From an optimization exercise on the open Yosys and OpenROAD flow, aimed at small area; shortcuts taken in it are not production practice.
Where RTL was checked, it was by simulation tests only, not by an equivalence proof against the original.
Only the layout flow was run in run 3; the RTL was not checked for function there.
No activity file was given, so power comes from the tool's default toggle rates.

[design/flow/run.sh]
#!/bin/bash
# synth_recipe.tcl (not shown) runs the flow's synth.tcl, then flattens the netlist and writes it again
# the make line also repeats each setting of config.mk as NAME=value (left out here)
make -C /OpenROAD-flow-scripts/flow DESIGN_CONFIG=/design/flow/config.mk WORK_HOME=/design/flow/orfs CLKGATE_MAP_FILE= SYNTH_SCRIPT=/design/flow/synth_recipe.tcl finish
[design/flow/config.mk]
export PLATFORM = sky130hd
export DESIGN_NAME = uart
export DESIGN_NICKNAME = uart
export VERILOG_FILES = /design/flow/design.v
export SDC_FILE = /design/flow/constraint.sdc
export NUM_CORES = 4
export LEC_CHECK = 0
export CAP_MARGIN = 20
export CORE_MARGIN = 2
export CORE_UTILIZATION = 40
export SLEW_MARGIN = 20
[design/flow/design.v]
`timescale 1ns / 1ps
module uart_rx (
    input logic rx_en, rst, clk,
    output logic [7:0] data_out,
    output logic rx_done  
);
    parameter int baudrate = 50000000 / 115200;
    parameter logic [1:0] IDLE = 2'b00;
    parameter logic [1:0] START = 2'b01;
    parameter logic [1:0] DATA = 2'b10;
    parameter logic [1:0] STOP = 2'b11;
    logic [1:0] current;  
    logic [3:0] bit_counter;  
    logic [8:0] serial_data;  
    logic [15:0] deb_counter;
    always_ff @(posedge clk or negedge rst) begin
        if (!rst) begin
            current <= IDLE;
            bit_counter <= 4'd0;
            serial_data <= 9'd0;
            deb_counter <= 16'd0;
            rx_done <= 1'b0;
            data_out <= 8'd0;
        end else begin
            case (current)
                IDLE: begin
                    rx_done <= 1'b0;
                    if (!rx_en) begin
                        current <= START;
                        bit_counter <= 4'd0;
                        deb_counter <= 16'd0;
                    end
                end
                START: begin
                    deb_counter <= deb_counter + 1;
                    if (deb_counter == (baudrate >> 1)) begin
                        deb_counter <= 16'd0;
                        current <= DATA;
                    end
                end
                DATA: begin
                    deb_counter <= deb_counter + 1;
                    if (deb_counter == baudrate) begin
                        bit_counter <= bit_counter + 1;
                        deb_counter <= 16'd0;
                        serial_data <= {rx_en, serial_data[8:1]};  
                        if (bit_counter == 4'd8) begin
                            current <= STOP;
                            bit_counter <= 4'd0;
                        end
                    end
                end
                STOP: begin
                    data_out <= serial_data[7:0];
                    rx_done <= 1'b1;
                    current <= IDLE;
                    deb_counter <= 16'd0;
                end
            endcase
        end
    end
endmodule
`timescale 1ns / 1ps
module Fifo(
    input logic rst,
    input logic clk,
    input logic rd_en,
    input logic wr_en,
    input logic [7:0] fifo_data_in,
    output logic [7:0] data_out,
    output logic full,
    output logic empty
);
    logic [4:0] read, write;   
    logic [7:0] memory [31:0];   
    logic deb_write;
    logic deb_read, control_write, control_read;
    always_ff @(posedge clk or negedge rst) begin
        if (!rst) begin
            deb_write <= 1'b0;
            deb_read <= 1'b0;
            control_write <= 1'b0;
            control_read <= 1'b0;
        end else begin
            deb_write <= wr_en;
            deb_read  <= rd_en;
            control_write <= (wr_en == 1'b0 && deb_write == 1'b1);
            control_read  <= (rd_en == 1'b0 && deb_read == 1'b1);
        end
    end
    always_ff @(posedge clk or negedge rst) begin
        if (!rst) begin
            write <= 5'd0;
            read <= 5'd0;
            data_out <= 8'd0;
        end else begin
            if (control_write && !full) begin
                write <= write + 1;
            end
            if (control_read && !empty) begin
                data_out <= memory[read % 32];
                read <= read + 1;
            end
        end
    end
    always_ff @(posedge clk) begin
        if (control_write && !full) begin
            memory[write % 32] <= fifo_data_in;
        end
    end
    assign full = (write - read == 5'b10000);   
    assign empty = (read == write);
endmodule
`timescale 1ns / 1ps
module uart_tx(
    input logic full, empty,
    input logic clk, rst,
    output logic tx
);
    parameter int baudrate = 50000000 / 115200;
    parameter logic [1:0] IDLE = 2'b00;
    parameter logic [1:0] START = 2'b01;
    parameter logic [1:0] DATA = 2'b10;
    parameter logic [1:0] STOP = 2'b11;
    logic [1:0] current;  
    logic [3:0] bit_counter;  
    logic [8:0] serial_data;   
    logic [15:0] deb_counter;
    logic full_pre, empty_pre;
    logic [7:0] x;
    logic f, e;
    always_ff @(posedge clk or negedge rst) begin
        if (!rst) begin
            full_pre <= 1'b0;
            empty_pre <= 1'b0;
            x <= 8'd0;
            f <= 1'b0;
            e <= 1'b0;
        end else begin
            full_pre <= full;
            empty_pre <= empty;
            if (!full_pre && full) begin
                x <= 8'b0110_0110;   
                f <= 1'b1;
            end else if (!empty_pre && empty) begin
                x <= 8'b0110_0101;   
                e <= 1'b1;
            end else begin
                f <= 1'b0;
                e <= 1'b0;
            end
        end
    end
    always_ff @(posedge clk or negedge rst) begin
        if (!rst) begin
            current <= IDLE;
            deb_counter <= 16'b0;
            bit_counter <= 4'd0;
            serial_data <= 9'd0;
            tx <= 1'b1;
        end else begin
            case (current)
                IDLE: begin
                    tx <= 1'b1;
                    if (f) begin
                        tx <= 1'b0;
                        serial_data <= {1'b1, x};
                        current <= START;
                        bit_counter <= 4'd0;
                    end else if (e) begin
                        tx <= 1'b0;
                        serial_data <= {1'b1, x};
                        current <= START;
                        bit_counter <= 4'd0;
                    end
                end
                START: begin
                    deb_counter <= deb_counter + 1;
                    if (deb_counter == baudrate) begin
                        deb_counter <= 16'd0;
                        current <= DATA;
                    end
                end
                DATA: begin
                    tx <= serial_data[0];
                    deb_counter <= deb_counter + 1;
                    if (deb_counter == baudrate) begin
                        deb_counter <= 16'd0;
                        bit_counter <= bit_counter + 1;
                        serial_data <= {1'b1, serial_data[8:1]};
                        if (bit_counter == 4'd8) begin
                            current <= IDLE;
                            bit_counter <= 4'd0;
                        end
                    end
                end
                STOP: begin
                    deb_counter <= deb_counter + 1;
                    if (deb_counter == baudrate) begin
                        deb_counter <= 16'd0;
                        current <= IDLE;
                        tx <= 1'b0;
                        bit_counter <= 4'd0;
                    end
                end
            endcase
        end
    end
endmodule
`timescale 1ns / 1ps
module uart (
    input logic rst,
    input logic clk,
    input logic rd_en,
    input logic rx,
    output logic full,
    output logic empty,
    output logic [7:0] fifo_data_out,
    output logic tx
);
    logic rx_done;
    logic [7:0] rx_data_out;
    uart_rx u_rx (
        .clk(clk),
        .rst(rst),
        .rx_en(rx),
        .data_out(rx_data_out),
        .rx_done(rx_done)
    );
    Fifo f_fifo (
        .rst(rst),
        .clk(clk),
        .wr_en(rx_done),
        .rd_en(rd_en),
        .fifo_data_in(rx_data_out),
        .data_out(fifo_data_out),
        .full(full),
        .empty(empty)
    );
    uart_tx u_tx (
        .clk(clk),
        .rst(rst),
        .full(full),
        .empty(empty),
        .tx(tx)
    );
endmodule
[design/flow/constraint.sdc]
create_clock -name core_clock -period 5.0 [get_ports {clk}]
set_input_delay 1.0000 -clock core_clock [delete_from_list [all_inputs] [get_ports {clk}]]
set_output_delay 1.0000 -clock core_clock [all_outputs]
set_load 0.01 [all_outputs]
==> results_dict.tcl, run 1 <==
set metrics [dict create \
    clkTransAtPathRegs_ps 60 \
    grt_max_degree 76 \
    antenna_cells 0 \
    synth_warnings 3 \
    cts_max_level 2 \
    async_flop_share_pct 28.3 \
    setup_viol 0 \
    slew_viol_final 0 \
    fmax_ghz 0.225 \
    final_area_um2 17000 \
    power_density_nw_per_um2 505 \
    drive_gt1_share_pct 18.1 \
    tightest_slew_ps 1180 \
    syn_inst 987 \
    min_path_type "flop to flop" \
    vias 8215 \
    gr-total-overflow 0 \
    antenna_found_initial 0 \
    grt_pass1_vias 8301 \
    drt_wl_total_um 30400 \
    startpoint_type "flop" \
    core_um2 36800 \
    via_per_inst 5.47 \
    dpl.hpwl_um 18400 \
    cts_sinks 357 \
    boundaryPins 15 \
    rows 70 \
    fp.dieW_um 198 \
    ir_drop_uv 282 \
    fin_nets 1031 \
    path_max_fanout 13 \
    status "timing/DRC/antenna clean" \
    routabilityCongestion 0.832 \
    finalCritPeriodShare_pct 88.7 \
    syn_area_um2 15000 \
    rsz0062_at_grt "no" \
    cts-root-buf "clkbuf_16" \
    cts_inserted_buffers 38 \
    fillCellCount 3213 \
    drc 0 \
    finalSetupTns_ps 0 \
    die_area_um2 39100 \
    synthDistinctLibCells 62 \
    worstSkewPairLatency_ps 540 \
    ant_nets 0 \
    yosysSeqAreaShare_pct 68.0 \
    post-route-min-period_ps 4440 \
    syn2layout_area_growth_pct 12.8 \
    cts_max_path_buffers 3 \
    gr-usage-all-layers_pct 16.0 \
    start_util_pct 40.9 \
    crit_arrival_ps 3440 \
    clock_skew_ps 23.9 \
    grt_pass1_wl_um 48000 \
    cts_tree "built" \
    fin_cells 1502 \
    end_kind "primary output" \
    slew_headroom_pct 20.8 \
    dp.cells 1432 \
    first_pass_iters 5 \
    ctsHoldBuffers 0 \
    synth_seq_cells 357 \
    place_area_um2 15600 \
    synth.avg_cell_area_um2 15.2 \
    max_cap_violations 0 \
    synth-edff-count 256 \
    leakage_uw 0.00605 \
    hold_ws_ps 397 \
    synth-main-ff-cell "edfxtp_1" \
    synth_nets 1014 \
    avgRoutedWirePerCell_um 20.2 \
    required_ps 4000 \
    cts.repair.resized 0 \
    final-hold-violation-count 0 \
    critical_path_class "flop to primary output" \
    drt_iter0_markers 707 \
    die_h_um 198 \
    port_buffers 14 \
    postCtsSetupRepairBufs 0 \
]
## synthesized netlist by cell type, drive strengths merged, types with 4 or more instances
cell type / instances / area share [%]
o22ai: 19 / 0.79
a21oi: 30 / 1.0
nor2b: 7 / 0.29
mux4: 56 / 8.4
nand2b: 6 / 0.25
buf: 14 / 0.43
dfrtp: 100 / 17
nand4: 14 / 0.58
nor3b: 5 / 0.25
inv: 30 / 0.75
o21ai: 29 / 0.99
and2: 14 / 0.58
a211oi: 9 / 0.45
nor3: 35 / 1.2
clkbuf: 34 / 0.85
nand3: 14 / 0.47
or2: 4 / 0.17
and3: 38 / 1.6
xor2: 13 / 0.81
nor2: 58 / 1.4
nand2: 56 / 1.4
nor4: 16 / 0.75
ha: 23 / 1.9
edfxtp: 256 / 51
nand3b: 5 / 0.33
xnor2: 16 / 0.93
a31oi: 8 / 0.33
mux2: 35 / 2.6
## critical path, cell delays in order (launching register included)
cell	delay, ps
dfrtp_1	600
clkinv_1	350
ha_1	430
nor4_2	630
o21ai_2	120
inv_1	190
clkdlybuf4s50_1	570
## final timing paths
kind / startpoint / end / slack [ps] / cells past startpoint
worst max-delay path: f_fifo.read[3] / full / 560 / 6
worst min-delay path: u_rx.rx_done / f_fifo.deb_write / 400 / 0
worst max register to register: f_fifo.read[3] / f_fifo.data_out[6] / 1670 / 7
worst min register to register: u_rx.rx_done / f_fifo.deb_write / 400 / 0
max in group asynchronous: rst / f_fifo.read[0] / 3360 / 2
min in group asynchronous: rst / u_rx.deb_counter[8] / 620 / 1
## power breakdown
part           internal (uW)  total [uW]  switching (uW)
Clock                   1740        2900            1160
Combinational            845        2130            1290
Sequential              3350        3530             180
## area by class of cell
type | count | area (um^2) | share of cell area [%]
timing repair buffer | 25 | 220 | 1.30
sequential | 357 | 10200 | 60.3
tap | 468 | 586 | 3.45
clock buffer | 51 | 1080 | 6.38
multi-input combinational | 551 | 4500 | 26.6
clock inverter | 19 | 221 | 1.31
inverter | 31 | 116 | 0.686
## metrics by stage
step                total power [uW]  utilization (%)  worst slack [ps]
detailed placement              5740             42.5              1160
floorplan                       5120                -              1500
CTS                             8640             46.1               577
global route                    8990             46.1               323
global placement                5710             42.5              1250
finish                          8560             46.1               564
## placed cells by master (no fill, tap or decap), types with 16 or more instances in the layout
master,count
a21oi_1,30
and3_1,38
clkbuf_16,39
dfrtp_1,92
edfxtp_1,256
ha_1,23
inv_1,30
mux2_2,34
mux4_2,56
nand2_1,56
nor2_1,58
nor3_1,35
o21ai_0,24
o22ai_1,19
xnor2_1,16
## kinds of logic after synthesis
| logic type | Yosys count | share of synthesized area, % |
|---|---|---|
| buf+inv | 79 | 2.06 |
| flops | 357 | 68.0 |
| simple gates | 283 | 9.93 |
| fa+ha+maj | 23 | 1.92 |
| compound gates | 122 | 5.13 |
| mux | 94 | 11.2 |
| xor+xnor | 29 | 1.74 |
## layer usage
metal	vias to the layer above	wire length (um)	share of wire [%]	track usage, %
met4	0	575	1.9	4.09
met3	46	1470	4.8	2.52
met5	-	0	0	0
li1	3821	-	-	-
met1	4153	13700	45	22.3
met2	195	14600	48	26.4
## sequential cells by signal (all words and copies together) (netlist names), 2 cells and up
name and count:
u_tx.x 3, u_tx.deb_counter 16, u_tx.serial_data 9, u_rx.data_out 8, u_rx.bit_counter 4, u_rx.serial_data 9
u_tx.current 2, u_rx.current 2, u_tx.bit_counter 4, f_fifo.data_out 8, u_rx.deb_counter 16, f_fifo.memory 256
f_fifo.write 5, f_fifo.read 5
==> run 2: changes to the inputs <==
==> design/flow/design.v (replaced) <==
`timescale 1ns / 1ps
module uart (
    input  logic       rst,
    input  logic       clk,
    input  logic       rd_en,
    input  logic       rx,
    output logic       full,
    output logic       empty,
    output logic [7:0] fifo_data_out,
    output logic       tx
);
    localparam int BAUD = 50000000 / 115200;   
    localparam logic [1:0] R_IDLE = 2'd0, R_START = 2'd1, R_DATA = 2'd2, R_STOP = 2'd3;
    logic [1:0] rs;
    logic [8:0] rc;
    logic [8:0] sr;          
    logic       rq1, rq2, rq3;   
    logic       pend, late;  
    logic       rterm;
    assign rterm = (rc == 9'(BAUD));
    always_ff @(posedge clk or negedge rst) begin
        if (!rst) begin
            rs  <= R_IDLE;
            rq1 <= 1'b0;
            rq2 <= 1'b0;
            rq3 <= 1'b0;
        end else begin
            rq1 <= (rs == R_STOP);
            rq2 <= rq1;
            rq3 <= rq2;
            case (rs)
                R_IDLE:  if (!rx) rs <= R_START;
                R_START: if (rterm) rs <= R_DATA;
                R_DATA:  if (rterm && sr[0]) rs <= R_STOP;
                default: rs <= R_IDLE;
            endcase
        end
    end
    always_ff @(posedge clk) begin
        if (rs == R_IDLE) rc <= 9'(BAUD - (BAUD >> 1));
        else if (rterm) rc <= 9'd0;
        else rc <= rc + 9'd1;
    end
    always_ff @(posedge clk) begin
        if (rs == R_START && rterm) sr <= 9'b1_0000_0000;
        else if (rs == R_DATA && rterm && !sr[0]) sr <= {rx, sr[8:1]};
    end
    logic       dr, cr;
    logic [3:0] h, t;
    logic       fl;
    logic       eq, wr_ev, rd_ev, ins;
    logic [7:0] ring [16];
    assign eq    = (h == t);
    assign full  = eq & fl;
    assign empty = eq & ~fl;
    assign wr_ev = rq3 & ~full;
    assign rd_ev = cr & ~empty;
    assign ins   = pend & (late ? (t == 4'd0) : ((t == 4'd15) & ~full));
    always_ff @(posedge clk or negedge rst) begin
        if (!rst) begin
            dr <= 1'b0;
            cr <= 1'b0;
            h <= 4'd0;
            t <= 4'd0;
            fl <= 1'b0;
            pend <= 1'b0;
            late <= 1'b0;
            fifo_data_out <= 8'd0;
        end else begin
            dr <= rd_en;
            cr <= dr & ~rd_en;
            h <= h + 4'd1 + {3'd0, rd_ev};
            t <= t + 4'd1 + {3'd0, wr_ev};
            if (wr_ev && !rd_ev) fl <= 1'b1;
            else if (rd_ev && !wr_ev) fl <= 1'b0;
            if (rs == R_DATA && rterm && sr[1]) pend <= 1'b1;
            else if (ins) pend <= 1'b0;
            if (ins) late <= 1'b0;
            else if (wr_ev && pend) late <= 1'b1;
            if (rd_ev) fifo_data_out <= ring[h];
        end
    end
    always_ff @(posedge clk) begin
        ring[0] <= ins ? sr[8:1] : ring[15];
        for (int i = 1; i < 16; i++) ring[i] <= ring[i-1];
    end
    logic fp, ep, ev;
    always_ff @(posedge clk or negedge rst) begin
        if (!rst) begin
            fp <= 1'b0;
            ep <= 1'b0;
            ev <= 1'b0;
        end else begin
            fp <= full;
            ep <= empty;
            ev <= (full & ~fp) | (empty & ~ep);
        end
    end
    localparam logic [3:0] T_IDLE = 4'b1000, T_SF = 4'b0000, T_SE = 4'b0001,
        T_D0F = 4'b0010, T_D0E = 4'b1001, T_D1F = 4'b1010, T_D1E = 4'b0011,
        T_D2 = 4'b1011, T_D3 = 4'b0100, T_D4 = 4'b0101, T_D5 = 4'b1100,
        T_D6 = 4'b1101, T_D7 = 4'b0110, T_D8 = 4'b1110;
    logic [3:0] ts, ts_nx;
    logic [8:0] tc;
    logic       tterm, tacc;
    assign tterm = (tc == 9'(BAUD + 1));
    assign tacc  = ev & ((ts == T_IDLE) | ((ts == T_D8) & tterm));
    assign tx    = ts[3];
    always_comb begin
        case (ts)
            T_SF:    ts_nx = T_D0F;
            T_SE:    ts_nx = T_D0E;
            T_D0F:   ts_nx = T_D1F;
            T_D0E:   ts_nx = T_D1E;
            T_D1F:   ts_nx = T_D2;
            T_D1E:   ts_nx = T_D2;
            T_D2:    ts_nx = T_D3;
            T_D3:    ts_nx = T_D4;
            T_D4:    ts_nx = T_D5;
            T_D5:    ts_nx = T_D6;
            T_D6:    ts_nx = T_D7;
            T_D7:    ts_nx = T_D8;
            default: ts_nx = T_IDLE;
        endcase
    end
    always_ff @(posedge clk or negedge rst) begin
        if (!rst) begin
            ts <= T_IDLE;
        end else begin
            if (tacc) ts <= fp ? T_SF : T_SE;
            else if (ts != T_IDLE && tterm) ts <= ts_nx;
        end
    end
    always_ff @(posedge clk) begin
        if (tacc || ts == T_IDLE) tc <= 9'd0;
        else if (tterm) tc <= 9'd1;
        else tc <= tc + 9'd1;
    end
endmodule
==> results_dict.tcl, run 2 <==
set metrics [dict create \
    syn2layout_area_growth_pct 14.5 \
    grt_pass1_wl_um 23200 \
    startpoint_type "flop" \
    syn_area_um2 6550 \
    antenna_found_initial 0 \
    leakage_uw 0.00295 \
    path_max_fanout 15 \
    dp.cells 787 \
    boundaryPins 15 \
    final_common_cell "dfxtp_1" \
    ir_drop_uv 260 \
    power_uw 4140 \
    post-route-min-period_ps 3310 \
    syn_inst 577 \
    cts.repair.resized 0 \
    r2r_slack_ps 2530 \
    slew_viol_final 0 \
    max_cap_violations 0 \
    cts_sinks 188 \
    fin_cells 819 \
    synth-edff-count 0 \
    cts_tree "built" \
    layout_common_cells "dfxtp_1, nand2_1, dfrtp_1" \
    gr-total-overflow 0 \
    drt_iter0_markers 325 \
    fmax_ghz 0.302 \
    via_per_inst 5.29 \
    drt_wl_total_um 14100 \
    synthDistinctLibCells 62 \
    tightest_slew_ps 884 \
    final-hold-violation-count 0 \
    cts_inserted_buffers 17 \
    yosys-top-cells-count "dfxtp_1, nand2_1, dfrtp_1, nor2_1, inv_1" \
    drive_gt1_share_pct 10.9 \
    min_path_type "flop to flop" \
    largest_reg_flops 128 \
    fin_nets 612 \
    synth.largest_area_cell "dfxtp_1" \
    dpl.hpwl_um 9210 \
    yosysSeqAreaShare_pct 60.0 \
    clkTransAtPathRegs_ps 70 \
    fin_util_pct 47.0 \
    place_area_um2 6880 \
    grt_max_degree 48 \
    async_flop_share_pct 17.6 \
    clock_skew_ps 7.31 \
    crit_arrival_ps 2310 \
    port_buffers 14 \
    worstSkewPairLatency_ps 430 \
    die_area_um2 17400 \
    critical_path_class "flop to primary output" \
    core_um2 15900 \
    regMostFlops "ring" \
    fp.dieW_um 132 \
    required_ps 4000 \
    avgRoutedWirePerCell_um 17.3 \
    synth_top_area_share_pct 47.4 \
    routabilityCongestion 0.833 \
    die_h_um 132 \
    end_kind "primary output" \
    slew_headroom_pct 40.9 \
    rows 46 \
    synth.avg_cell_area_um2 11.3 \
    cts_max_level 4 \
    fillCellCount 1445 \
    finalSetupTns_ps 0 \
    power_density_nw_per_um2 552 \
    synth_seq_cells 188 \
    start_util_pct 41.1 \
    setup_viol 0 \
    postCtsSetupRepairBufs 0 \
    status "timing/DRC/antenna clean" \
    cts_max_path_buffers 2 \
    synth_warnings 2 \
    synth_area_leaders "dfxtp_1, dfrtp_1, ha_1" \
    synth_most_common_cell "dfxtp_1" \
    grt_pass1_vias 4411 \
    first_pass_iters 5 \
    final_area_um2 7500 \
    cts-root-buf "clkbuf_16" \
    vias 4334 \
    finalCritPeriodShare_pct 66.2 \
    gr-usage-all-layers_pct 17.0 \
    rsz0062_at_grt "no" \
    ant_nets 0 \
    antenna_cells 0 \
    synth-main-ff-cell "dfxtp_1" \
    ctsHoldBuffers 0 \
    synth_nets 599 \
    drc 0 \
]
[run 2: cell count changes after synthesis, sizes merged, moves of 21 or more]
cell	change
clkbuf	-21
edfxtp	-256
nor2	-31
mux4	-54
dfrtp	-68
and3	-30
nor3	-28
nand2	-21
dfxtp	+155
[run 2: cell type report]
type,count,area [um^2],area share (%)
clock buffer,18,439,5.86
multi-input combinational,342,2420,32.3
sequential,188,3930,52.4
inverter,21,78.8,1.05
clock inverter,14,174,2.32
timing repair buffer,20,185,2.47
tap,216,270,3.61
[run 2: per-layer routing]
layer	vias to the layer above	routed length (um)	track usage [%]	part of all wire, %
met5	-	0	0	0
met4	0	250	6.76	1.8
met3	20	584	4.58	4.1
met2	87	6430	26.3	45
met1	2117	6870	22.8	49
li1	2110	-	-	-
[run 2: final timing paths]
check | from | to | cells after the start
max | h[1] | full | 5
min | ring[1][4] | ring[2][4] | 0
max reg2reg | h[3] | fifo_data_out[2] | 6
min reg2reg | ring[1][4] | ring[2][4] | 0
max in group asynchronous | rst | ts[3] | 2
min in group asynchronous | rst | fifo_data_out[7] | 2
[run 2: power breakdown]
| group | switching [uW] | internal, uW |
|---|---|---|
| Combinational | 670 | 353 |
| Sequential | 113 | 1610 |
| Clock | 616 | 774 |
| Total | 1400 | 2740 |
[run 2: worst max-delay path: stages, from the launching register on]
cell	delay (ps)
dfrtp_1	700
xnor2_1	210
and4_4	270
nand2_1	90
inv_1	90
clkdlybuf4s50_1	530
[run 2: cells by family (layout without fill, tap and decap cells)]
family | count (synthesis) | count (layout) | synth area share (%)
AOI/OAI and AO/OA | 126 | 126 | 14.0
xor gates and xnor gates | 18 | 18 | 2.41
adders and majority gates | 18 | 18 | 3.44
buffers and inverters | 47 | 73 | 3.04
DFF | 188 | 188 | 60.0
muxes | 24 | 24 | 4.36
and+or+nand+nor | 156 | 156 | 12.7
[run 2: through the flow]
step                worst slack, ps  hold slack [ps]
detailed placement             2140              335
floorplan                      2900              323
finish                         1690              345
global placement               2160              330
global route                   1550              355
CTS                            1670              349
==> run 3: changes to the inputs <==
--- a/design/flow/design.v
+++ b/design/flow/design.v
@@ -17,7 +17,8 @@
     logic       rq1, rq2, rq3;   
     logic       pend, late;  
     logic       rterm;
-    assign rterm = (rc == 9'(BAUD));
+    localparam logic [8:0] C_T = 9'd104, C_R = 9'd209, C_K = 9'd404, C_S = 9'd360;
+    assign rterm = (rc == C_T);
     always_ff @(posedge clk or negedge rst) begin
         if (!rst) begin
             rs  <= R_IDLE;
@@ -37,9 +38,8 @@
         end
     end
     always_ff @(posedge clk) begin
-        if (rs == R_IDLE) rc <= 9'(BAUD - (BAUD >> 1));
-        else if (rterm) rc <= 9'd0;
-        else rc <= rc + 9'd1;
+        if (rs == R_IDLE) rc <= C_K;
+        else rc <= {rc[7:0], rc[8] ^ rc[4] ^ rterm};
     end
     always_ff @(posedge clk) begin
         if (rs == R_START && rterm) sr <= 9'b1_0000_0000;
@@ -103,7 +103,7 @@
     logic [3:0] ts, ts_nx;
     logic [8:0] tc;
     logic       tterm, tacc;
-    assign tterm = (tc == 9'(BAUD + 1));
+    assign tterm = (tc == C_T);
     assign tacc  = ev & ((ts == T_IDLE) | ((ts == T_D8) & tterm));
     assign tx    = ts[3];
     always_comb begin
@@ -132,8 +132,7 @@
         end
     end
     always_ff @(posedge clk) begin
-        if (tacc || ts == T_IDLE) tc <= 9'd0;
-        else if (tterm) tc <= 9'd1;
-        else tc <= tc + 9'd1;
+        if (tacc || ts == T_IDLE) tc <= C_S;
+        else tc <= {tc[7:0], tc[8] ^ tc[4] ^ tterm};
     end
 endmodule
--- a/design/flow/config.mk
+++ b/design/flow/config.mk
@@ -8,4 +8,6 @@
 export CAP_MARGIN = 20
 export CORE_MARGIN = 2
 export CORE_UTILIZATION = 40
+export CTS_BUF_LIST = sky130_fd_sc_hd__clkbuf_8
+export CTS_CLUSTER_SIZE = 20
 export SLEW_MARGIN = 20
==> results_dict.tcl, run 3 <==
set metrics [dict create \
    cts-root-buf "clkbuf_8" \
    synthDistinctLibCells 62 \
    required_ps 4000 \
    fillCellCount 1498 \
    tightest_slew_ps 674 \
    synth.avg_cell_area_um2 11.5 \
    antenna_found_initial 0 \
    place_area_um2 6780 \
    finalCritPeriodShare_pct 61.8 \
    synth.largest_area_cell "dfxtp_1" \
    ant_nets 0 \
    leakage_uw 0.00286 \
    critical_path_class "flop to primary output" \
    largest_reg_flops 128 \
    ir_drop_uv 223 \
    synth_area_leaders "dfxtp_1, dfrtp_1, mux2_2" \
    avgRoutedWirePerCell_um 16.7 \
    synth_top_area_share_pct 48.2 \
    postCtsSetupRepairBufs 0 \
    cts_max_level 4 \
    layout_common_cells "dfxtp_1, dfrtp_1, nand2_1" \
    core_um2 15800 \
    drt_wl_total_um 13400 \
    cts_sinks 188 \
    syn_area_um2 6430 \
    syn2layout_area_growth_pct 11.2 \
    synth-edff-count 0 \
    startpoint_type "flop" \
    grt_max_degree 60 \
    setup_viol 0 \
    cts_max_path_buffers 2 \
    fmax_ghz 0.324 \
    synth-main-ff-cell "dfxtp_1" \
    cts.repair.resized 0 \
    slew_headroom_pct 54.9 \
    cts_inserted_buffers 17 \
    clkTransAtPathRegs_ps 90 \
    drt_iter0_markers 309 \
    regMostFlops "ring" \
    synth_top_family_by_area "simple AND/OR/NAND/NOR gates" \
    fin_nets 594 \
    worstSkewPairLatency_ps 460 \
    first_pass_iters 5 \
    fin_ws_ps 1910 \
    boundaryPins 15 \
    routabilityCongestion 0.846 \
    final_common_cell "dfxtp_1" \
    hold_path.startpoint "ring[13][7]" \
    via_per_inst 5.17 \
    syn_inst 559 \
    synth_adder_area_share_pct 3.11 \
    start_util_pct 40.6 \
    r2r_start "h[1]" \
    die_area_um2 17100 \
    vias 4149 \
    port_buffers 14 \
    synth_seq_cells 188 \
    grt_pass1_wl_um 21800 \
    gr-total-overflow 0 \
    synth-simple-area-share_pct 13.8 \
    slew_viol_final 0 \
    synthMuxAreaShare_pct 5.83 \
    crit_arrival_ps 2090 \
    async_flop_share_pct 17.6 \
    place_ws_ps 2400 \
    end_kind "primary output" \
    rsz0062_at_grt "no" \
    max_cap_violations 0 \
    grt_pass1_vias 4138 \
    fp.dieW_um 131 \
    synth_most_common_cell "dfxtp_1" \
    finalSetupTns_ps 0 \
    synth-compound-area-share_pct 12.0 \
    dpl.hpwl_um 9160 \
    rows 46 \
    synth_warnings 2 \
    die_h_um 131 \
    power_density_nw_per_um2 342 \
    yosys-top-cells-count "dfxtp_1, dfrtp_1, nand2_1, nor2_1, inv_1" \
    gr-usage-all-layers_pct 17.0 \
    min_path_type "flop to flop" \
    yosysSeqAreaShare_pct 61.1 \
    cts_tree "built" \
    path_max_fanout 4 \
    ctsHoldBuffers 0 \
    cp-startpoint "t[1]" \
    status "timing/DRC/antenna clean" \
    synth_xor_area_share_pct 1.09 \
    post-route-min-period_ps 3090 \
    drive_gt1_share_pct 11.9 \
    clock_skew_ps 9.30 \
    synth_nets 579 \
    antenna_cells 0 \
    drc 0 \
    final-hold-violation-count 0 \
    final_area_um2 7160 \
]
-- run 3: cell types whose count changed after synthesis, sizes merged, moves of 7 or more --
| cell | delta |
|---|---|
| a22oi | -11 |
| mux2i | +9 |
| a21oi | -7 |
| a22o | -7 |
| nand3 | -9 |
| and3 | +8 |
-- run 3: path summary, 6_finish.rpt --
| kind | end | slack [ps] | depth (start not counted) |
|---|---|---|---|
| worst max register to register | fifo_data_out[6] | 2700 | 5 |
| min in group asynchronous | fifo_data_out[0] | 950 | 2 |
| max in group asynchronous | ts[3] | 3700 | 2 |
| worst min-delay path | ring[14][7] | 350 | 0 |
| worst max-delay path | full | 1910 | 5 |
| worst min register to register | ring[14][7] | 350 | 0 |
-- run 3: routing by layer --
layer,up-vias,part of all wire [%],GRT usage (%)
met5,-,0,0
met4,0,1.4,6.26
met1,2045,48,22.6
li1,2010,-,-
met2,81,46,26.4
met3,13,4.2,5.05
-- run 3: where the power goes --
| group | total, uW | internal, uW | switching [uW] |
|---|---|---|---|
| clock network | 935 | 427 | 508 |
| logic | 8.79 | 2.81 | 5.98 |
| registers | 1500 | 1500 | 0.210 |
-- run 3: cells by family after synthesis --
| logic type | after synthesis |
|---|---|
| buffers and inverters | 48 |
| and+or+nand+nor | 158 |
| DFF | 188 |
| muxes | 34 |
| AOI/OAI and AO/OA | 107 |
| adders and majority gates | 16 |
| xor gates and xnor gates | 8 |
-- run 3: through the flow --
stage / util [%] / hold slack, ps / instances / total power, uW
global placement: 42.9 / 326 / 771 / 1540
CTS: 45.2 / 351 / 803 / 2470
finish: 45.2 / 349 / 803 / 2440
global route: 45.2 / 356 / 803 / 2540
floorplan: - / 323 / 559 / 1540
detailed placement: 42.9 / 331 / 771 / 1540
-- run 3: final cells by class --
cell class,instances,area [um^2],area share [%]
flip-flops and latches,188,3930,54.9
clock inverters,12,98.8,1.38
multi-input cells,323,2300,32.2
clock buffers,20,275,3.85
repair buffers,21,193,2.69
inverters,23,86.3,1.21
well taps,216,270,3.78
-- run 3: critical path: stages (launching register included) --
cell             delay [ps]
dfrtp_1                 430
xnor2_1                 230
and4_4                  270
nand2_1                  90
inv_1                    90
clkdlybuf4s50_1         530
==> run 4: changes to the inputs <==
--- a/design/flow/design.v
+++ b/design/flow/design.v
@@ -77,8 +77,15 @@
             else if (ins) pend <= 1'b0;
             if (ins) late <= 1'b0;
             else if (wr_ev && pend) late <= 1'b1;
-            if (rd_ev) fifo_data_out <= ring[h];
+            if (rd_ev) fifo_data_out <= rdata;
         end
+    end
+    logic [7:0] m1 [4];
+    logic [7:0] rdata;
+    always_comb begin
+        for (int j = 0; j < 4; j++)
+            m1[j] = h[1] ? (h[0] ? ring[4*j+3] : ring[4*j+2]) : (h[0] ? ring[4*j+1] : ring[4*j]);
+        rdata = h[3] ? (h[2] ? m1[3] : m1[2]) : (h[2] ? m1[1] : m1[0]);
     end
     always_ff @(posedge clk) begin
         ring[0] <= ins ? sr[8:1] : ring[15];
==> design/flow/flow/run.sh (new file) <==
#!/bin/bash
set -euo pipefail
export CTS_ARGS="-sink_clustering_enable -repair_clock_nets -dont_use_dummy_load -buf_list sky130_fd_sc_hd__clkbuf_16 -sink_clustering_size 40"
export BUFFER_PORTS_ARGS="-buffer_cell sky130_fd_sc_hd__buf_1"
bash standard.sh > standard.log 2>&1
==> design/flow/standard.sh (new file) <==
#!/bin/bash
# synth_recipe.tcl (not shown) runs the flow's synth.tcl, then flattens the netlist and writes it again
# the make line also repeats each setting of config.mk as NAME=value (left out here)
make -C /OpenROAD-flow-scripts/flow DESIGN_CONFIG=/design/flow/config.mk WORK_HOME=/design/flow/orfs CLKGATE_MAP_FILE= SYNTH_SCRIPT=/design/flow/synth_recipe.tcl "${@:-finish}"
--- a/design/flow/config.mk
+++ b/design/flow/config.mk
@@ -8,6 +8,4 @@
 export CAP_MARGIN = 20
 export CORE_MARGIN = 2
 export CORE_UTILIZATION = 40
-export CTS_BUF_LIST = sky130_fd_sc_hd__clkbuf_8
-export CTS_CLUSTER_SIZE = 20
 export SLEW_MARGIN = 20
removed: design/flow/run.sh
==> results_dict.tcl, run 4 <==
set metrics [dict create \
    status "timing/DRC/antenna clean" \
    ir_drop_uv 221 \
    ctsHoldBuffers 0 \
    drt_wl_total_um 9700 \
    synth_area_leaders "dfxtp_1, dfrtp_1, mux4_2" \
    crit_arrival_ps 2150 \
    async_flop_share_pct 17.6 \
    p_seq_share_pct 58.5 \
    cts.repair.resized 0 \
    drt_iter0_markers 142 \
    fmax_ghz 0.318 \
    hold_end "ring[7][2]" \
    via_per_inst 4.94 \
    synthDistinctLibCells 47 \
    synth-main-ff-cell "dfxtp_1" \
    cts-root-buf "clkbuf_16" \
    syn_area_um2 6120 \
    synth_most_common_cell "dfxtp_1" \
    intPower_uw 2090 \
    antenna_cells 0 \
    antenna_found_initial 0 \
    required_ps 4000 \
    avgRoutedWirePerCell_um 15.5 \
    drc 0 \
    drive_gt1_share_pct 18.9 \
    finalCritPeriodShare_pct 62.9 \
    vias 3092 \
    synth.avg_cell_area_um2 14.5 \
    layout_common_cells "dfxtp_1, mux4_2, dfrtp_1" \
    first_pass_iters 4 \
    synth_warnings 3 \
    fillCellCount 1336 \
    worstSkewPairLatency_ps 420 \
    cts_max_level 4 \
    cts_max_path_buffers 2 \
    gr-usage-all-layers_pct 13.4 \
    slew_viol_final 0 \
    fp.dieW_um 128 \
    switchingPower_uw 474 \
    min_delay_path_depth 0 \
    yosys-top-cells-count "dfxtp_1, mux4_2, dfrtp_1" \
    final-hold-violation-count 0 \
    fin_nets 459 \
    critical_path_class "flop to primary output" \
    gr-total-overflow 0 \
    synth_seq_cells 188 \
    tightest_slew_ps 882 \
    post-route-min-period_ps 3150 \
    p_sw_share_pct 18.5 \
    max_cap_violations 0 \
    comb_power_share_pct 0.3 \
    synth-edff-count 0 \
    grt_pass1_vias 3305 \
    dpl.hpwl_um 6240 \
    syn_inst 421 \
    synth_top_area_share_pct 50.7 \
    rsz0062_at_grt "no" \
    regMostFlops "ring" \
    grt_pass1_wl_um 16700 \
    routabilityCongestion 0.740 \
    port_buffers 14 \
    end_kind "primary output" \
    clkPwrFrac_pct 41.2 \
    largest_reg_flops 128 \
    r2r_slack_ps 2130 \
    hold_path.startpoint "ring[6][2]" \
    start_util_pct 40.5 \
    power_density_nw_per_um2 379 \
    leakage_uw 0.00280 \
    grt_max_degree 36 \
    cts_tree "built" \
    core_um2 15100 \
    clkTransAtPathRegs_ps 60 \
    path_max_fanout 35 \
    boundaryPins 15 \
    synth_nets 440 \
    postCtsSetupRepairBufs 0 \
    r2r_start "h[1]" \
    min_path_type "flop to flop" \
    synth.largest_area_cell "dfxtp_1" \
    die_area_um2 16300 \
    cts_inserted_buffers 17 \
    reg2reg_depth 9 \
    slew_headroom_pct 41.1 \
    finalSetupTns_ps 0 \
    clock_skew_ps 16.1 \
    cts_sinks 188 \
    syn2layout_area_growth_pct 10.8 \
    final_common_cell "dfxtp_1" \
    yosysSeqAreaShare_pct 64.3 \
    ant_nets 0 \
    startpoint_type "flop" \
    power_uw 2570 \
    r2r-end "h[2]" \
    setup_viol 0 \
    rows 45 \
    die_h_um 128 \
]
-- run 4: cell types whose count changed in the layout (fill, tap and decap cells not counted), moves of 17 or more --
cell	previous run	this run
mux4_2	1	33
clkbuf_8	20	0
clkbuf_16	0	17
o21ai_0	22	5
-- run 4: cell type report --
type	instances	area (um^2)	share of cell area, %
Timing Repair Buffer	17	76.3	1.13
Inverter	15	56.3	0.831
Sequential cell	188	3930	58.0
Tap cell	188	235	3.47
Clock buffer	17	425	6.28
Multi-Input combinational cell	201	2050	30.3
-- run 4: how the worst max path moves through the flow --
| stage | start | to | slack, ps | cells after the start |
|---|---|---|---|---|
| 6_report | h[1] | full | 1850 | 6 |
| 5_1_grt | h[1] | full | 1650 | 6 |
| 4_1_cts | h[1] | full | 1780 | 6 |
| 3_5_place_dp | h[1] | h[2] | 2070 | 9 |
| 3_3_place_gp | h[1] | h[2] | 2180 | 9 |
| 2_1_floorplan | h[1] | full | 2720 | 5 |
-- run 4: cell families after synthesis --
| family | Yosys count | share of synthesized area, % |
|---|---|---|
| AND/OR/NAND/NOR | 80 | 7.57 |
| flip-flops | 188 | 64.3 |
| AO/OA/AOI/OAI | 38 | 4.81 |
| multiplexers | 60 | 16.9 |
| XOR/XNOR | 8 | 1.15 |
| buffers and inverters | 32 | 2.23 |
| adder cells (fa/ha/maj) | 15 | 3.07 |
-- run 4: metrics by stage --
stage | cells | instance area [um^2] | hold slack (ps) | util (%) | worst slack [ps]
after detailed placement | 609 | 6350 | 332 | 42.1 | 2070
after global placement | 609 | 6350 | 329 | 42.1 | 2180
after global routing | 626 | 6770 | 350 | 44.9 | 1650
after floorplan | 421 | 6120 | 326 | - | 2720
final | 626 | 6770 | 345 | 44.9 | 1850
after CTS | 626 | 6770 | 344 | 44.9 | 1780
-- run 4: per-layer routing --
metal  GRT usage (%)  routed length (um)  vias up
li1                -                   -     1508
met1            17.6                4700     1545
met2            20.5                4600       28
met3            4.51                 293       11
met4            5.43                 107        0
met5               0                   0        -
-- run 4: worst max-delay path: stages (launching register included) --
cell and delay (ps):
dfrtp_1 320, buf_4 430, xor2_1 180, nor4_4 420, nand2_1 150, inv_1 90, buf_1 140
-- run 4: power by group through the flow --
stage               logic (uW)  registers, uW  clock network (uW)
floorplan                0.281           1540                   0
global placement          7.10           1540                   0
detailed placement        7.40           1540                   0
CTS                       7.41           1500                1090
global route              8.14           1500                1150
finish                    6.77           1500                1060
==> run 5: changes to the inputs <==
==> design/flow/flow/run.sh (replaced) <==
#!/bin/bash
set -euo pipefail
export CTS_ARGS="-sink_clustering_enable -repair_clock_nets -dont_use_dummy_load -buf_list {sky130_fd_sc_hd__clkbuf_4 sky130_fd_sc_hd__clkbuf_8} -sink_clustering_size 10"
export BUFFER_PORTS_ARGS="-buffer_cell sky130_fd_sc_hd__buf_1"
bash standard.sh > standard.log 2>&1
==> results_dict.tcl, run 5 <==
set metrics [dict create \
    async_flop_share_pct 17.6 \
    postCtsSetupRepairBufs 0 \
    cpMaxStageDelayCell "buf_4" \
    fp.dieW_um 128 \
    setup_viol 0 \
    regMostFlops "ring" \
    path_buf_inv 3 \
    leakage_uw 0.00271 \
    vias 3106 \
    ctsHoldBuffers 0 \
    antenna_cells 0 \
    required_ps 4000 \
    critical_path_class "flop to primary output" \
    synth_area_leaders "dfxtp_1, dfrtp_1, mux4_2" \
    synth_seq_cells 188 \
    boundaryPins 15 \
    clock_skew_ps 20.7 \
    post-route-min-period_ps 3190 \
    yosysSeqAreaShare_pct 64.3 \
    synth_warnings 3 \
    final-hold-violation-count 0 \
    worstSkewPairLatency_ps 450 \
    cts_tree "built" \
    port_buffers 14 \
    grt_pass1_wl_um 16700 \
    drt_wl_total_um 9670 \
    tightest_slew_ps 875 \
    min_delay_path_depth 0 \
    ir_drop_uv 160 \
    place_area_um2 6350 \
    startpoint_type "flop" \
    finalCritPeriodShare_pct 63.7 \
    grt_pass1_vias 3298 \
    via_per_inst 4.96 \
    critical_path.cell_chain "buf_4 -> xor2_1 -> nor4_4 -> nand2_1 -> inv_1 -> buf_1" \
    fin_nets 459 \
    cts_max_level 4 \
    status "timing/DRC/antenna clean" \
    fin_util_pct 43.6 \
    syn_inst 421 \
    max_cap_violations 0 \
    yosys-top-cells-count "dfxtp_1, mux4_2, dfrtp_1" \
    die_area_um2 16300 \
    synth_nets 440 \
    slew_viol_final 0 \
    gr-usage-all-layers_pct 13.3 \
    power_density_nw_per_um2 339 \
    drc 0 \
    synth_most_common_cell "dfxtp_1" \
    rows 45 \
    end_kind "primary output" \
    drive_gt1_share_pct 18.9 \
    ant_nets 0 \
    cts.repair.resized 0 \
    syn2layout_area_growth_pct 7.63 \
    syn_area_um2 6120 \
    synth_top_area_share_pct 50.7 \
    cpPeakStageDelay_ps 430 \
    cts_max_path_buffers 2 \
    min_path_type "flop to flop" \
    start_util_pct 40.5 \
    fmax_ghz 0.314 \
    synth-main-ff-cell "dfxtp_1" \
    final_common_cell "dfxtp_1" \
    layout_common_cells "dfxtp_1, mux4_2, dfrtp_1" \
    hold_path.startpoint "ring[6][2]" \
    cts_sinks 188 \
    drt_iter0_markers 155 \
    cp-startpoint "h[1]" \
    crit_arrival_ps 2190 \
    reg2reg_depth 9 \
    r2r_start "h[1]" \
    cts_inserted_buffers 17 \
    synth-edff-count 0 \
    synth.largest_area_cell "dfxtp_1" \
    critical_path.top_delay_family "buffers and inverters" \
    die_h_um 128 \
    core_um2 15100 \
    finalSetupTns_ps 0 \
    synth.avg_cell_area_um2 14.5 \
    largest_reg_flops 128 \
    gr-total-overflow 0 \
    rsz0062_at_grt "no" \
    cts-root-buf "clkbuf_8" \
    clkTransAtPathRegs_ps 80 \
    first_pass_iters 4 \
    dpl.hpwl_um 6240 \
    antenna_found_initial 0 \
    path_max_fanout 35 \
    cp.depth 6 \
    avgRoutedWirePerCell_um 15.4 \
    slew_headroom_pct 41.6 \
    final_area_um2 6580 \
    grt_max_degree 36 \
    routabilityCongestion 0.740 \
    synthDistinctLibCells 47 \
]
[run 5: worst register-to-register path, stage by stage (launching register included)]
cell and delay, ps:
dfrtp_1 320, buf_4 430, xor2_1 190, nor4_4 420
and2b_1 210, nand2b_1 510, ha_1 260, inv_1 50
ha_1 180, xor2_1 160
[run 5: area by class of cell]
type	count	area, um^2
timing repair buffer	17	76.3
clock buffer	17	234
multi-input combinational	201	2050
fill	1359	8510
sequential	188	3930
inverter	15	56.3
tap	188	235
[run 5: logic make-up after synthesis]
kind of cell             count (synthesis)  share of synthesized area (%)
AO/OA/AOI/OAI                           38                           4.81
XOR/XNOR                                 8                           1.15
adder cells (fa/ha/maj)                 15                           3.07
buffers and inverters                   32                           2.23
flip-flops                             188                           64.3
multiplexers                            60                           16.9
AND/OR/NAND/NOR                         80                           7.57
[run 5: where the power goes]
group | internal, uW | switching (uW)
logic | 0.815 | 5.90
registers | 1500 | 0.198
clock network | 301 | 426
[run 5: final timing paths]
kind / end / slack (ps)
max: full / 1810
min: ring[7][2] / 340
max reg2reg: h[2] / 2140
min reg2reg: ring[7][2] / 340
max in group asynchronous: h[0] / 3780
min in group asynchronous: fifo_data_out[6] / 650
[run 5: metal layers]
layer	global-route usage, %	wire [um]	vias to the layer above
li1	-	-	1508
met1	17.6	4670	1543
met2	20.3	4500	36
met3	3.80	261	19
met4	6.53	230	0
met5	0	0	-
[run 5: stage by stage]
| step | power (uW) | setup slack (ps) | hold WS, ps | cells |
|---|---|---|---|---|
| 2_1_floorplan | 1540 | 2720 | 326 | 421 |
| 3_3_place_gp | 1540 | 2180 | 329 | 609 |
| 3_5_place_dp | 1540 | 2070 | 332 | 609 |
| 4_1_cts | 2270 | 1740 | 338 | 626 |
| 5_1_grt | 2330 | 1600 | 343 | 626 |
| 6_report | 2230 | 1810 | 336 | 626 |
==> run 6: changes to the inputs <==
==> design/flow/flow/run.sh (replaced) <==
#!/bin/bash
set -euo pipefail
export CTS_ARGS="-sink_clustering_enable -repair_clock_nets -dont_use_dummy_load -buf_list sky130_fd_sc_hd__clkbuf_8"
export BUFFER_PORTS_ARGS="-buffer_cell sky130_fd_sc_hd__buf_1"
bash standard.sh > standard.log 2>&1
==> results_dict.tcl, run 6 <==
set metrics [dict create \
    finalCritPeriodShare_pct 63.7 \
    cts.repair.resized 0 \
    setup_viol 0 \
    reg2reg_depth 9 \
    cts_inserted_buffers 17 \
    drc 0 \
    drt_wl_total_um 9670 \
    async_flop_share_pct 17.6 \
    post-route-min-period_ps 3190 \
    slew_viol_final 0 \
    postCtsSetupRepairBufs 0 \
    die_area_um2 16300 \
    wl_met2_um 4500 \
    synth_area_leaders "dfxtp_1, dfrtp_1, mux4_2" \
    synthDistinctLibCells 47 \
    drt_iter0_markers 155 \
    hold_path.startpoint "ring[6][2]" \
    critical_path.top_delay_family "buffers and inverters" \
    cts_max_level 4 \
    synth-edff-count 0 \
    routabilityCongestion 0.740 \
    fp.dieW_um 128 \
    wl_met3_um 261 \
    synth_warnings 3 \
    tightest_slew_ps 875 \
    gr-usage-all-layers_pct 13.3 \
    fin_nets 459 \
    start_util_pct 40.5 \
    fmax_ghz 0.314 \
    clkTransAtPathRegs_ps 80 \
    synth.largest_area_cell "dfxtp_1" \
    core_um2 15100 \
    fillCellCount 1359 \
    final_common_cell "dfxtp_1" \
    clock_skew_ps 20.7 \
    antenna_found_initial 0 \
    power_uw 2230 \
    synth_seq_cells 188 \
    yosys-top-cells-count "dfxtp_1, mux4_2, dfrtp_1" \
    grt_max_degree 36 \
    antenna_cells 0 \
    power_density_nw_per_um2 339 \
    grt_pass1_wl_um 16700 \
    end_kind "primary output" \
    highest_layer "met4" \
    layout_common_cells "dfxtp_1, mux4_2, dfrtp_1" \
    syn_inst 421 \
    via_per_inst 4.96 \
    r2r_slack_ps 2140 \
    regMostFlops "ring" \
    synth_top_area_share_pct 50.7 \
    path_max_fanout 35 \
    startpoint_type "flop" \
    ant_nets 0 \
    synth.avg_cell_area_um2 14.5 \
    yosysSeqAreaShare_pct 64.3 \
    syn2layout_area_growth_pct 7.63 \
    cpMaxStageDelayCell "buf_4" \
    final-hold-violation-count 0 \
    hold_ws_ps 336 \
    ir_drop_uv 160 \
    ctsHoldBuffers 0 \
    drive_gt1_share_pct 18.9 \
    grt_pass1_vias 3298 \
    max_cap_violations 0 \
    min_delay_path_depth 0 \
    seq_area_um2 3930 \
    required_ps 4000 \
    boundaryPins 15 \
    gr-total-overflow 0 \
    first_pass_iters 4 \
    synth_nets 440 \
    place_area_um2 6350 \
    critical_path.cell_chain "buf_4 -> xor2_1 -> nor4_4 -> nand2_1 -> inv_1 -> buf_1" \
    dpl.hpwl_um 6240 \
    port_buffers 14 \
    slew_headroom_pct 41.6 \
    cts_max_path_buffers 2 \
    avgRoutedWirePerCell_um 15.4 \
    crit_arrival_ps 2190 \
    rows 45 \
    rsz0062_at_grt "no" \
    multi_input_area_um2 2050 \
    r2r-end "h[2]" \
    final_area_um2 6580 \
    cpPeakStageDelay_ps 430 \
    critical_path_class "flop to primary output" \
    status "timing/DRC/antenna clean" \
    syn_area_um2 6120 \
    synth-main-ff-cell "dfxtp_1" \
    synth_most_common_cell "dfxtp_1" \
    path_buf_inv 3 \
    fin_ws_ps 1810 \
    leakage_uw 0.00271 \
    hold_end "ring[7][2]" \
    vias 3106 \
    largest_reg_flops 128 \
    finalSetupTns_ps 0 \
    die_h_um 128 \
    worstSkewPairLatency_ps 450 \
    min_path_type "flop to flop" \
    cts_tree "built" \
    cts-root-buf "clkbuf_8" \
    place_ws_ps 2070 \
    m1WireLength_um 4670 \
    cts_sinks 188 \
    r2r_start "h[1]" \
]
run 6: cell counts after synthesis:
Identical to the previous run, type by type.
run 6: cells by family (layout without fill, tap and decap cells):
kind of cell | after synthesis | count (layout) | share of synthesized area [%]
buffers and inverters | 32 | 49 | 2.23
AO/OA/AOI/OAI | 38 | 38 | 4.81
flip-flops | 188 | 188 | 64.3
XOR/XNOR | 8 | 8 | 1.15
adder cells (fa/ha/maj) | 15 | 15 | 3.07
multiplexers | 60 | 60 | 16.9
AND/OR/NAND/NOR | 80 | 80 | 7.57
run 6: per-stage QoR:
step                      std cells  util, %
after floorplan                 421        -
after global placement          609     42.1
after detailed placement        609     42.1
after CTS                       626     43.6
after global routing            626     43.6
final                           626     43.6
run 6: worst register-to-register path: cells and delay by family (launching register included):
family        cells  cell delay, ps
simple gates      3            1140
buf+inv           2             480
fa+ha+maj         2             440
xor+xnor          2             350
flops             1             320
run 6: report_power, final:
part / switching, uW / internal, uW
sequential: 0.198 / 1500
clock: 426 / 301
combinational: 5.90 / 0.815
run 6: how the worst max path moves through the flow:
| stage | slack (ps) | to | cells past startpoint | startpoint |
|---|---|---|---|---|
| after floorplan | 2720 | full | 5 | h[1] |
| after global placement | 2180 | h[2] | 9 | h[1] |
| after detailed placement | 2070 | h[2] | 9 | h[1] |
| after CTS | 1740 | full | 6 | h[1] |
| after global routing | 1600 | full | 6 | h[1] |
| final | 1810 | full | 6 | h[1] |
run 6: layout make-up:
class	count	area share [%]
Timing Repair Buffer	17	1.16
Clock buffer	17	3.55
Tap cell	188	3.57
Multi-Input combinational cell	201	31.1
Sequential cell	188	59.7
Inverter	15	0.855
run 6: per-layer routing:
| metal | global-route usage (%) | up-vias |
|---|---|---|
| met5 | 0 | - |
| met4 | 6.53 | 0 |
| met3 | 3.80 | 19 |
| met2 | 20.3 | 36 |
| met1 | 17.6 | 1543 |
| li1 | - | 1508 |
==> run 7: changes to the inputs <==
--- a/design/flow/design.v
+++ b/design/flow/design.v
@@ -91,30 +91,29 @@
         ring[0] <= ins ? sr[8:1] : ring[15];
         for (int i = 1; i < 16; i++) ring[i] <= ring[i-1];
     end
-    logic fp, ep, ev;
+    logic eqp, rise;
     always_ff @(posedge clk or negedge rst) begin
-        if (!rst) begin
-            fp <= 1'b0;
-            ep <= 1'b0;
-            ev <= 1'b0;
-        end else begin
-            fp <= full;
-            ep <= empty;
-            ev <= (full & ~fp) | (empty & ~ep);
-        end
+        if (!rst) eqp <= 1'b0;
+        else eqp <= eq;
     end
-    localparam logic [3:0] T_IDLE = 4'b1000, T_SF = 4'b0000, T_SE = 4'b0001,
+    assign rise = eq & ~eqp;
+    localparam logic [3:0] T_IDLE = 4'b1000, T_PF = 4'b1111, T_PE = 4'b0111,
+        T_SF = 4'b0000, T_SE = 4'b0001,
         T_D0F = 4'b0010, T_D0E = 4'b1001, T_D1F = 4'b1010, T_D1E = 4'b0011,
         T_D2 = 4'b1011, T_D3 = 4'b0100, T_D4 = 4'b0101, T_D5 = 4'b1100,
         T_D6 = 4'b1101, T_D7 = 4'b0110, T_D8 = 4'b1110;
+    localparam logic [8:0] C_P = 9'd308;   
     logic [3:0] ts, ts_nx;
     logic [8:0] tc;
-    logic       tterm, tacc;
+    logic       tterm, tpre, tfree;
     assign tterm = (tc == C_T);
-    assign tacc  = ev & ((ts == T_IDLE) | ((ts == T_D8) & tterm));
-    assign tx    = ts[3];
+    assign tfree = (ts == T_IDLE) | ((ts == T_PF) | (ts == T_PE));
+    assign tpre  = rise & ((ts == T_IDLE) | ((ts == T_D8) & (tterm | (tc == C_P))));
+    assign tx    = ts[3] | (ts[2:0] == 3'b111);
     always_comb begin
         case (ts)
+            T_PF:    ts_nx = T_SF;
+            T_PE:    ts_nx = T_SE;
             T_SF:    ts_nx = T_D0F;
             T_SE:    ts_nx = T_D0E;
             T_D0F:   ts_nx = T_D1F;
@@ -134,12 +133,12 @@
         if (!rst) begin
             ts <= T_IDLE;
         end else begin
-            if (tacc) ts <= fp ? T_SF : T_SE;
-            else if (ts != T_IDLE && tterm) ts <= ts_nx;
+            if (tpre) ts <= full ? T_PF : T_PE;
+            else if (ts == T_PF || ts == T_PE || (ts != T_IDLE && tterm)) ts <= ts_nx;
         end
     end
     always_ff @(posedge clk) begin
-        if (tacc || ts == T_IDLE) tc <= C_S;
+        if (tfree) tc <= C_S;
         else tc <= {tc[7:0], tc[8] ^ tc[4] ^ tterm};
     end
 endmodule
==> design/flow/flow/run.sh (replaced) <==
#!/bin/bash
# The standard layout (standard.sh), with three changes:
#  - synthesis maps logic with an area-oriented ABC script (flow/abc_map.script)
#    and without the half/full-adder extraction step;
#  - clock tree built from clkbuf_8 cells, without dummy loads;
#  - port buffers are buf_1.
set -euo pipefail
rm -rf scripts_area
cp -r "$FLOW_HOME/scripts" scripts_area
cp flow/abc_map.script scripts_area/abc_speed.script
export SCRIPTS_DIR="$PWD/scripts_area"
export ADDER_MAP_FILE=
export CTS_ARGS="-sink_clustering_enable -repair_clock_nets -dont_use_dummy_load -buf_list sky130_fd_sc_hd__clkbuf_8"
export BUFFER_PORTS_ARGS="-buffer_cell sky130_fd_sc_hd__buf_1"
bash standard.sh > standard.log 2>&1
==> design/flow/flow/abc_map.script (new file) <==
&get -n
&st
&dch
&nf -R 1000 -p
&st
&syn2
&if -g -K 6
&synch2
&nf -R 1000 -p
&st
&syn2
&if -g -K 6
&synch2
&nf -R 1000 -p
&st
&syn3
&synch2
&nf -R 1000 -p -F 8 -A 4 -a
&put
==> results_dict.tcl, run 7 <==
set metrics [dict create \
    final_area_um2 6270 \
    final-hold-violation-count 0 \
    yosys-top-cells-count "dfxtp_1, mux4_2, dfrtp_1, nand2_1, o21ai_0" \
    cts_max_level 4 \
    syn_inst 397 \
    gr-usage-all-layers_pct 14.6 \
    slew_viol_final 0 \
    grt_use_met3_pct 5.40 \
    syn_area_um2 5740 \
    synth_most_common_cell "dfxtp_1" \
    postCtsSetupRepairBufs 0 \
    port_buffers 14 \
    cpPeakStageDelay_ps 580 \
    setup_viol 0 \
    synth_warnings 3 \
    synth.largest_area_cell "dfxtp_1" \
    fp.dieW_um 124 \
    crit_arrival_ps 2100 \
    antenna_cells 0 \
    avgRoutedWirePerCell_um 15.7 \
    rsz0062_at_grt "no" \
    syn2layout_area_growth_pct 9.22 \
    post-route-min-period_ps 3100 \
    synth.avg_cell_area_um2 14.5 \
    slew_headroom_pct 42.1 \
    layout_common_cells "dfxtp_1, mux4_2, dfrtp_1" \
    ant_nets 0 \
    synth-main-ff-cell "dfxtp_1" \
    fillCellCount 1207 \
    max_cap_violations 0 \
    drt_iter0_markers 229 \
    die_h_um 124 \
    startpoint_type "flop" \
    power_density_nw_per_um2 353 \
    via_per_inst 5.02 \
    final_common_cell "dfxtp_1" \
    cts_inserted_buffers 17 \
    regMostFlops "ring" \
    dpl.hpwl_um 6200 \
    gr-total-overflow 0 \
    synthDistinctLibCells 34 \
    path_max_fanout 6 \
    antenna_found_initial 0 \
    first_pass_iters 4 \
    synth_nets 401 \
    leakage_uw 0.00241 \
    vias 3061 \
    clock_skew_ps 22.6 \
    critical_path.cell_chain "xor2_1 -> nor4_1 -> and2_0 -> buf_1" \
    drc 0 \
    drive_gt1_share_pct 12.6 \
    yosysSeqAreaShare_pct 67.6 \
    routabilityCongestion 0.784 \
    critical_path_class "flop to primary output" \
    synth_seq_cells 186 \
    largest_reg_flops 128 \
    ctsHoldBuffers 0 \
    status "timing/DRC/antenna clean" \
    tightest_slew_ps 866 \
    finalCritPeriodShare_pct 61.9 \
    async_flop_share_pct 16.7 \
    use_met1_pct 18.7 \
    cts.repair.resized 0 \
    cts_sinks 186 \
    start_util_pct 41.2 \
    cts_max_path_buffers 2 \
    worstSkewPairLatency_ps 440 \
    min_path_type "flop to flop" \
    synth_top_area_share_pct 54.1 \
    drt_wl_total_um 9560 \
    die_area_um2 15300 \
    ir_drop_uv 200 \
    fin_nets 436 \
    power_uw 2210 \
    cts_tree "built" \
    multi_input_area_um2 1830 \
    hold_ws_ps 348 \
    cts-root-buf "clkbuf_8" \
    cpMaxStageDelayCell "nor4_1" \
    grtUsageMet2_pct 22.3 \
    required_ps 4000 \
    synth_area_leaders "dfxtp_1, dfrtp_1, mux4_2" \
    fmax_ghz 0.323 \
    seq_area_um2 3880 \
    synth-edff-count 0 \
    top_usage_layer "met2" \
    grt_pass1_wl_um 16300 \
    grt_pass1_vias 3199 \
    clkTransAtPathRegs_ps 60 \
    boundaryPins 15 \
    core_um2 13900 \
    grt_max_degree 35 \
    place_area_um2 6030 \
    rows 43 \
    end_kind "primary output" \
    finalSetupTns_ps 0 \
]
## run 7: cell types whose count changed after synthesis, moves of 8 or more
| cell | previous run | this run |
|---|---|---|
| a22o_1 | 0 | 8 |
| inv_1 | 15 | 0 |
| mux2_1 | 0 | 8 |
| ha_1 | 15 | 0 |
| mux2_2 | 17 | 0 |
| a221oi_1 | 0 | 9 |
| o21ai_0 | 5 | 18 |
| and2_1 | 8 | 0 |
| a22oi_1 | 17 | 0 |
## run 7: routing by layer
metal / share of wire [%] / wire length (um) / vias to the layer above
li1: - / - / 1499
met1: 49 / 4640 / 1516
met2: 46 / 4440 / 32
met3: 3.5 / 337 / 14
met4: 1.5 / 142 / 0
met5: 0 / 0 / -
## run 7: power breakdown
part	internal [uW]	switching [uW]	total (uW)
clock network	301	422	723
logic	0.892	5.57	6.46
registers	1480	0.381	1490
## run 7: layout make-up
type | instances | area share [%]
flip-flops and latches | 186 | 61.9
inverters | 7 | 0.419
multi-input cells | 204 | 29.2
well taps | 180 | 3.59
repair buffers | 16 | 1.10
clock buffers | 17 | 3.73
## run 7: cells by family (layout without fill, tap and decap cells)
kind of cell    after synthesis  in the layout  share of synthesized area, %
flops                       186            186                          67.6
simple gates                 89             89                          8.18
buf+inv                       7             40                         0.458
compound gates               54             54                          6.24
mux                          49             49                          15.7
xor+xnor                     12             12                          1.83
## run 7: worst max-delay path: cells and delay by family, from the launching register on
kind                      cells  cell delay (ps)
xor gates and xnor gates      1              190
buffers and inverters         1              170
DFF                           1              450
and+or+nand+nor               2              870
## run 7: worst paths after layout
kind	startpoint	end	slack, ps	cells past startpoint
worst max-delay path	t[0]	full	1900	4
worst min-delay path	ring[10][3]	ring[11][3]	350	0
worst max register to register	t[0]	h[3]	2200	8
worst min register to register	ring[10][3]	ring[11][3]	350	0
max in group asynchronous	rst	h[0]	3810	1
min in group asynchronous	rst	rs[1]	640	1
## run 7: per-stage QoR
step                      utilization (%)  std cells  setup WS [ps]
after floorplan                         -        397           1510
after global placement               43.3        593           2320
after detailed placement             43.3        593           2220
after CTS                            45.0        610           1860
after global routing                 45.0        610           1700
final                                45.0        610           1900

-- re-timing with driven ports --
How much do the figures lean on ideal ports? The routed layouts below were timed once more, with nothing changed but the port constraints.
Step 1 (the two cells are an assumption about what drives the block):
set clk [get_ports {clk}]
set_driving_cell -lib_cell sky130_fd_sc_hd__clkbuf_16 $clk
set_driving_cell -lib_cell sky130_fd_sc_hd__buf_2 [delete_from_list [all_inputs] $clk]
Step 2 times the ports against the registers' clock, not the clock port: input delays grow and output delays shrink by t, the midpoint of the rising clock arrivals with the driver on.
Three values: no drivers, after step 1, after step 2; two values: the first two.
| run | shift t [ns] | setup WS [ns] | worst setup path after step 2 | slew at the worst register clock pin (ns) | worst slew at a driven data input, ns |
|---|---|---|---|---|---|
| run 1 | 0.577 | 0.564 / 0.512 / 1.089 | register to output | 0.06 / 0.06 | 0.04 |
| run 2 | 0.472 | 1.691 / 1.646 / 2.118 | register to output | 0.07 / 0.07 | 0.03 |
| run 3 | 0.493 | 1.909 / 1.872 / 2.365 | register to output | 0.09 / 0.09 | 0.03 |
| run 4 | 0.447 | 1.853 / 1.815 / 2.129 | register to register | 0.06 / 0.06 | 0.03 |
| run 5 | 0.472 | 1.814 / 1.781 / 2.138 | register to register | 0.09 / 0.09 | 0.03 |
| run 6 | 0.472 | 1.814 / 1.781 / 2.138 | register to register | 0.09 / 0.09 | 0.03 |
| run 7 | 0.467 | 1.905 / 1.870 / 2.196 | register to register | 0.08 / 0.08 | 0.03 |
After both steps every run listed still meets setup and hold.
